What follows belongs to an exercise in optimizing a design on an open flow for small area; a production flow would make more cautious choices. RTL that was checked went through simulation tests only; none was proved equivalent to the original. No driver is modelled on the clock port, so clocking that relies on it looks cheaper here than on a real chip. Power and IR drop assume default switching activity.

==> inputs of harbor <==
==> flow/design.v <==
`timescale 1ns / 1ps
module Control_unit(clock,reset,candidate1,candidate2,candidate3,candidate4,mode,UID,enter,B0,B1,led,votecount,result,totalvotes,vvpat_votedfor,pwrst,e_total_votes_casted);
input clock,reset,candidate1,candidate2,candidate3,candidate4,mode,B0,B1,enter;
input [5:0] UID;
input pwrst;
output [7:0] led;
output [3:0] votecount;
output [2:0] result;
output [7:0] totalvotes;
output [7:0] vvpat_votedfor;
output [7:0] e_total_votes_casted;
function [3:0] inc4(input [3:0] v);
  inc4 = {v[3] ^ (v[2] & v[1] & v[0]), v[2] ^ (v[1] & v[0]), v[1] ^ v[0], ~v[0]};
endfunction
function gt4(input [3:0] a, input [3:0] b);
  reg c; integer i;
  begin
    c = a[0] & ~b[0];
    for (i = 1; i < 4; i = i + 1) c = (a[i] & ~b[i]) | ((a[i] | ~b[i]) & c);
    gt4 = c;
  end
endfunction
reg [3:0] vdiv;
always @(posedge clock)
  if (reset) vdiv <= 4'd0;
  else       vdiv <= inc4(vdiv);
wire vtick = (vdiv == 4'd7);
reg [3:0] dA, dB, dC;
always @(posedge clock) begin
  if (reset)      dA <= 4'd0;
  else if (vtick) dA <= {candidate4, candidate3, candidate2, candidate1};
  if (vtick) begin
    dB <= dA;
    dC <= dB;
  end
end
wire [3:0] vv = dA & dB & ~dC;
wire anyvote = |vv;
localparam [63:0] VALID = 64'hB10B_7CEF_643F_55D4;
wire [7:0] H, L;
genvar gi, gj;
generate for (gi = 0; gi < 8; gi = gi + 1) begin : g_dec
  assign H[gi] = (UID[5:3] == gi);
  assign L[gi] = (UID[2:0] == gi);
end endgenerate
wire cast;                        
wire [7:0] hc = H & {8{cast}};
wire [7:0] rd;                    
wire [7:0] kn;                    
generate for (gi = 0; gi < 8; gi = gi + 1) begin : g_hi
  wire [7:0] fq;
  for (gj = 0; gj < 8; gj = gj + 1) begin : g_lo
    if (VALID[gi*8+gj]) begin : g_v
      reg f;
      always @(posedge clock)
        f <= (f & ~reset) | (hc[gi] & L[gj]);
      assign fq[gj] = f;
    end else begin : g_n
      assign fq[gj] = 1'b0;
    end
  end
  assign rd[gi] = |(fq & L);
  assign kn[gi] = |(VALID[gi*8 +: 8] & L);
end endgenerate
wire voted = |(rd & H);
wire known = |(kn & H);
wire validvoter = enter & ~reset & known;
wire ok = mode & validvoter & ~voted;
assign cast = vtick & ok & anyvote;
reg [3:0] vc1, vc2, vc3, vc4;
always @(posedge clock)
  if (reset) begin
    vc1 <= 4'd0; vc2 <= 4'd0; vc3 <= 4'd0; vc4 <= 4'd0;
  end else if (cast) begin
    if (vv[0])      vc1 <= inc4(vc1);
    else if (vv[1]) vc2 <= inc4(vc2);
    else if (vv[2]) vc3 <= inc4(vc3);
    else            vc4 <= inc4(vc4);
  end
wire [5:0] total = vc1 + vc2 + vc3 + vc4;
assign e_total_votes_casted = {2'b00, total ^ (total >> 1)};
wire g12 = gt4(vc1, vc2), l12 = gt4(vc2, vc1);
wire g34 = gt4(vc3, vc4), l34 = gt4(vc4, vc3);
wire [3:0] m12 = l12 ? vc2 : vc1;
wire [3:0] m34 = l34 ? vc4 : vc3;
wire gf = gt4(m12, m34), lf = gt4(m34, m12);
wire w1 = gf & g12;
wire w2 = gf & l12;
wire w3 = lf & g34;
wire w4 = lf & l34;
wire [2:0] win = w1 ? 3'd1 : w2 ? 3'd2 : w3 ? 3'd3 : w4 ? 3'd4 : 3'd7;
reg [2:0] pdiv;
always @(posedge clock)
  if (pwrst) pdiv <= 3'd0;
  else       pdiv <= {pdiv[2] ^ (pdiv[1] & pdiv[0]), pdiv[1] ^ pdiv[0], ~pdiv[0]};
wire ptick = (pdiv == 3'd3);
reg pA, pB;
always @(posedge clock) begin
  if (pwrst)      pA <= 1'b0;
  else if (ptick) pA <= B0 | B1;
  if (ptick) pB <= pA;
end
wire press = ptick & (B0 | B1) & pA & ~pB;
reg [2:0] lp;
reg le;
always @(posedge clock)
  if (pwrst) begin
    lp <= 3'd0; le <= 1'b0;
  end else if (press) begin
    lp <= {lp[1] & lp[0], lp[1] ^ lp[0], ~lp[2] & ~lp[0]};
    le <= ~lp[2] & (le | (B1 == lp[0]));
  end
wire unlocked = lp[2] & ~le;
wire open = ~mode & unlocked;
assign led = {mode, open, 5'b00000, ok & anyvote};
assign result = open ? win : 3'd0;
assign totalvotes = open ? {2'b00, total} : 8'd0;
assign votecount = (open & ~reset) ?
                   (candidate1 ? vc1 : candidate2 ? vc2 : candidate3 ? vc3 : candidate4 ? vc4 : 4'd0) : 4'd0;
assign vvpat_votedfor = ok ? {5'b00000, vv[0] ? 3'd1 : vv[1] ? 3'd2 : vv[2] ? 3'd3 : vv[3] ? 3'd4 : 3'd0} : 8'd0;
endmodule
==> flow/flow/run.sh <==
#!/bin/bash
# Own layout flow: the standard ORFS flow (standard.sh) with these changes:
#  - synthesis maps the logic with an area-oriented ABC script
#    (flow/abc_area.script) and lets ABC pick only the smallest drive strength;
#    the yosys passes, register mapping, flatten and renames are the standard
#    synthesis, so the registers keep their names and cells;
#  - every port still gets a buffer, but the smallest one (buf_1);
#  - CTS uses small clock buffers and no dummy loads.
# Each tool's full output goes to a log of its own in this folder.
set -euo pipefail
WORK=$(pwd)
LIB=$FLOW_HOME/platforms/sky130hd/lib/sky130_fd_sc_hd__tt_025C_1v80.lib

rm -rf "$WORK/myscripts"
cp -r "$FLOW_HOME/scripts" "$WORK/myscripts"
cp "$WORK/flow/abc_area.script" "$WORK/myscripts/abc_area.script"

# Synthesis: drive strengths above 1 are don't-use for ABC only; the layout
# steps may still size cells up.
DU=$(grep -oE 'cell \("?sky130_fd_sc_hd__[a-z0-9_]+' "$LIB" | sed -E 's/cell \("?//' | grep -vE '_(0|1)$' | tr '\n' ' ')
DU="$DU sky130_fd_sc_hd__probe_p_8 sky130_fd_sc_hd__probec_p_8 sky130_fd_sc_hd__lpflow_bleeder_1 sky130_fd_sc_hd__lpflow_clkbufkapwr_1 sky130_fd_sc_hd__lpflow_clkinvkapwr_1 sky130_fd_sc_hd__lpflow_inputiso0n_1 sky130_fd_sc_hd__lpflow_inputiso0p_1 sky130_fd_sc_hd__lpflow_inputiso1n_1 sky130_fd_sc_hd__lpflow_inputiso1p_1 sky130_fd_sc_hd__lpflow_inputisolatch_1 sky130_fd_sc_hd__lpflow_isobufsrc_1 sky130_fd_sc_hd__lpflow_lsbuf_lh_hl_isowell_tap_1 sky130_fd_sc_hd__lpflow_lsbuf_lh_isowell_tap_1"
bash standard.sh synth SCRIPTS_DIR="$WORK/myscripts" "DONT_USE_CELLS=$DU" "MIN_BUF_CELL_AND_PORTS=sky130_fd_sc_hd__buf_1 A X" > "$WORK/synth.log" 2>&1

bash standard.sh \
  "BUFFER_PORTS_ARGS=-buffer_cell sky130_fd_sc_hd__buf_1" \
  "CTS_ARGS=-sink_clustering_enable -repair_clock_nets -buf_list sky130_fd_sc_hd__clkbuf_4 -root_buf sky130_fd_sc_hd__clkbuf_4 -dont_use_dummy_load" \
  > "$WORK/layout.log" 2>&1
==> flow/flow/abc_area.script <==
strash
dch -f
map -a
mfs2
strash
dch -f
map -a
mfs2
strash
dch -f
map -a
topo
==> flow/standard.sh <==
#!/bin/bash
# synth_recipe.tcl (not shown) runs the flow's synth.tcl, then flattens the netlist and writes it again
# the make line also repeats each setting of config.mk as NAME=value (left out here)
make -C /OpenROAD-flow-scripts/flow DESIGN_CONFIG=/design/flow/config.mk WORK_HOME=/design/flow/orfs CLKGATE_MAP_FILE= SYNTH_SCRIPT=/design/flow/synth_recipe.tcl "${@:-finish}"
==> flow/config.mk <==
export PLATFORM = sky130hd
export DESIGN_NAME = Control_unit
export DESIGN_NICKNAME = Control_unit
export VERILOG_FILES = /design/flow/design.v
export SDC_FILE = /design/flow/constraint.sdc
export NUM_CORES = 4
export LEC_CHECK = 0
export ABC_AREA = 1
export CAP_MARGIN = 20
export CORE_MARGIN = 2
export CORE_UTILIZATION = 40
export PLACE_DENSITY = 0.6
export SLEW_MARGIN = 20
==> flow/constraint.sdc <==
create_clock -name core_clock -period 6.0 [get_ports {clock}]
set_input_delay 1.2000 -clock core_clock [delete_from_list [all_inputs] [get_ports {clock}]]
set_output_delay 1.2000 -clock core_clock [all_outputs]
set_load 0.01 [all_outputs]
==> inputs of amber, as changes to harbor <==
--- a/flow/flow/run.sh
+++ b/flow/flow/run.sh
@@ -20,5 +20,5 @@
 DU=$(grep -oE 'cell \("?sky130_fd_sc_hd__[a-z0-9_]+' "$LIB" | sed -E 's/cell \("?//' | grep -vE '_(0|1)$' | tr '\n' ' ')
 DU="$DU sky130_fd_sc_hd__probe_p_8 sky130_fd_sc_hd__probec_p_8 sky130_fd_sc_hd__lpflow_bleeder_1 sky130_fd_sc_hd__lpflow_clkbufkapwr_1 sky130_fd_sc_hd__lpflow_clkinvkapwr_1 sky130_fd_sc_hd__lpflow_inputiso0n_1 sky130_fd_sc_hd__lpflow_inputiso0p_1 sky130_fd_sc_hd__lpflow_inputiso1n_1 sky130_fd_sc_hd__lpflow_inputiso1p_1 sky130_fd_sc_hd__lpflow_inputisolatch_1 sky130_fd_sc_hd__lpflow_isobufsrc_1 sky130_fd_sc_hd__lpflow_lsbuf_lh_hl_isowell_tap_1 sky130_fd_sc_hd__lpflow_lsbuf_lh_isowell_tap_1"
-bash standard.sh synth SCRIPTS_DIR="$WORK/myscripts" "DONT_USE_CELLS=$DU" "MIN_BUF_CELL_AND_PORTS=sky130_fd_sc_hd__buf_1 A X" > "$WORK/synth.log" 2>&1
+bash standard.sh synth SCRIPTS_DIR="$WORK/myscripts" "DONT_USE_CELLS=$DU" > "$WORK/synth.log" 2>&1
 
 bash standard.sh \
==> inputs of quartz, as changes to harbor <==
--- a/flow/design.v
+++ b/flow/design.v
@@ -47,5 +47,4 @@
 wire [7:0] hc = H & {8{cast}};
 wire [7:0] rd;                    
-wire [7:0] kn;                    
 generate for (gi = 0; gi < 8; gi = gi + 1) begin : g_hi
   wire [7:0] fq;
@@ -57,14 +56,11 @@
       assign fq[gj] = f;
     end else begin : g_n
-      assign fq[gj] = 1'b0;
+      assign fq[gj] = 1'b1;
     end
   end
   assign rd[gi] = |(fq & L);
-  assign kn[gi] = |(VALID[gi*8 +: 8] & L);
 end endgenerate
-wire voted = |(rd & H);
-wire known = |(kn & H);
-wire validvoter = enter & ~reset & known;
-wire ok = mode & validvoter & ~voted;
+wire blocked = |(rd & H);          
+wire ok = mode & enter & ~reset & ~blocked;
 assign cast = vtick & ok & anyvote;
 reg [3:0] vc1, vc2, vc3, vc4;
==> flow/flow/run.sh (replaced) <==
#!/bin/bash
# Own layout flow: the standard ORFS flow (standard.sh) with these changes:
#  - synthesis maps the logic with an area-oriented ABC script
#    (flow/abc_area.script), lets ABC pick only the smallest drive strength,
#    and leaves adders to ABC instead of mapping them to full/half-adder cells;
#    the yosys passes, register mapping, flatten and renames are the standard
#    synthesis, so the registers keep their names and cells;
#  - every port still gets a buffer, but the smallest one (buf_1);
#  - the constant outputs share the one tie cell synthesis gives them;
#  - CTS uses the clock buffers in flow/cts_args.txt and no dummy loads, and
#    flow/fix_clock.tcl then upsizes the leaf clock buffers with many sinks.
# Each tool's full output goes to a log of its own in this folder.
set -euo pipefail
WORK=$(pwd)
LIB=$FLOW_HOME/platforms/sky130hd/lib/sky130_fd_sc_hd__tt_025C_1v80.lib

rm -rf "$WORK/myscripts"
cp -r "$FLOW_HOME/scripts" "$WORK/myscripts"
cp "$WORK/flow/abc_area.script" "$WORK/myscripts/abc_area.script"

# Synthesis: drive strengths above 1 are don't-use for ABC only; the layout
# steps may still size cells up.
DU=$(grep -oE 'cell \("?sky130_fd_sc_hd__[a-z0-9_]+' "$LIB" | sed -E 's/cell \("?//' | grep -vE '_(0|1)$' | tr '\n' ' ')
DU="$DU sky130_fd_sc_hd__probe_p_8 sky130_fd_sc_hd__probec_p_8 sky130_fd_sc_hd__lpflow_bleeder_1 sky130_fd_sc_hd__lpflow_clkbufkapwr_1 sky130_fd_sc_hd__lpflow_clkinvkapwr_1 sky130_fd_sc_hd__lpflow_inputiso0n_1 sky130_fd_sc_hd__lpflow_inputiso0p_1 sky130_fd_sc_hd__lpflow_inputiso1n_1 sky130_fd_sc_hd__lpflow_inputiso1p_1 sky130_fd_sc_hd__lpflow_inputisolatch_1 sky130_fd_sc_hd__lpflow_isobufsrc_1 sky130_fd_sc_hd__lpflow_lsbuf_lh_hl_isowell_tap_1 sky130_fd_sc_hd__lpflow_lsbuf_lh_isowell_tap_1"
bash standard.sh synth SCRIPTS_DIR="$WORK/myscripts" "DONT_USE_CELLS=$DU" "MIN_BUF_CELL_AND_PORTS=sky130_fd_sc_hd__buf_1 A X" ADDER_MAP_FILE= > "$WORK/synth.log" 2>&1

LAYOUT_VARS=(
  "BUFFER_PORTS_ARGS=-buffer_cell sky130_fd_sc_hd__buf_1"
  SKIP_REPAIR_TIE_FANOUT=1
  "CTS_ARGS=$(cat "$WORK/flow/cts_args.txt")"
)
bash standard.sh "${LAYOUT_VARS[@]}" cts > "$WORK/layout_to_cts.log" 2>&1
RES="$WORK/orfs/results/sky130hd/Control_unit/base" FIX_FANOUT=10 \
  openroad -no_init -exit "$WORK/flow/fix_clock.tcl" > "$WORK/fix_clock.log" 2>&1
bash standard.sh "${LAYOUT_VARS[@]}" > "$WORK/layout.log" 2>&1
==> flow/flow/cts_args.txt (new file) <==
-sink_clustering_enable -repair_clock_nets -buf_list sky130_fd_sc_hd__clkbuf_4 -root_buf sky130_fd_sc_hd__clkbuf_4 -dont_use_dummy_load
==> flow/flow/fix_clock.tcl (new file) <==
# After CTS: a clkbuf_4 leaf that drives many flip-flops gives them slow clock
# edges, so swap each leaf clock buffer with a large fanout for a clkbuf_8,
# then legalise the placement again.
read_db $::env(RES)/4_cts.odb
set block [ord::get_db_block]
set big [[ord::get_db] findMaster sky130_fd_sc_hd__clkbuf_8]
foreach inst [$block getInsts] {
  if {[[$inst getMaster] getName] eq "sky130_fd_sc_hd__clkbuf_4"} {
    set net [[$inst findITerm X] getNet]
    set fanout [expr {[llength [$net getITerms]] - 1}]
    if {$fanout >= $::env(FIX_FANOUT)} {
      puts "upsizing [$inst getName] (fanout $fanout)"
      $inst swapMaster $big
    }
  }
}
detailed_placement
check_placement -verbose
write_db $::env(RES)/4_cts.odb
- CAP_MARGIN: 20 -> 5
- GPL_TIMING_DRIVEN: default -> 0
- SLEW_MARGIN: 20 -> 5
==> comparison table <==
metric	quartz	amber	harbor
Status	timing/DRC/antenna clean	aborted with a tool error	timing/DRC/antenna clean
Stage where the flow stopped	-	synthesis (1_2_yosys)	-
First element of the critical path	UID[2]	-	vc2[1]$_SDFFE_PP0P_
Reg-to-reg slack, setup	3200 ps	-	3140 ps
Unrepaired setup endpoints after global routing	false	-	false
Count of cells along the worst register-to-register path	12	-	14
Cell group occupying the most layout area	multi-input combinational cells	-	multi-input combinational cells
P per Cell Area	193.1 nW/um^2	-	180.9 nW/um^2
Root Buffer Master	sky130_fd_sc_hd__clkbuf_4	-	sky130_fd_sc_hd__clkbuf_4
DRT iter0 DRCs	109	-	111
Final period utilization	82.65%	-	81.09%
Worst hold slack	431.3 ps	-	427.2 ps
Height of the chip	101.9 um	-	104.2 um
Critical path buffer and inverter count	5	-	4
DRC viols	0	-	0
Number of antenna diodes	0	-	0
Detail-routed via count per cell	5.122	-	5.089
Non-filler instance count after layout	720	-	693
Function not checked in harbor and amber: the RTL went through the layout flow alone.

[what the ideal ports hide]
Ports are ideal in the flow. The routed layouts listed here were re-timed in OpenROAD.
Step 1 assumes that a clkbuf_16 drives the clock port and a buf_2 every other input.
Step 2 times the ports against the registers' clock, not the clock port: input delays grow and output delays shrink by t, the midpoint of the rising clock arrivals with the driver on.
a / b / c = no drivers / after step 1 / after step 2; a / b = the first two.
run | t, ns | slack for setup (ns) | worst register clock-pin slew, ns | worst slew at a driven data input, ns
harbor | 0.423 | 1.135 / 1.107 / 1.158 | 0.13 / 0.13 | 0.03
quartz | 0.410 | 1.041 / 1.018 / 1.018 | 0.10 / 0.10 | 0.03
After both steps setup and hold are still met in every run listed. For quartz, which loses most, drivers alone change the setup slack by -0.023 ns; drivers and shift together by -0.023 ns.
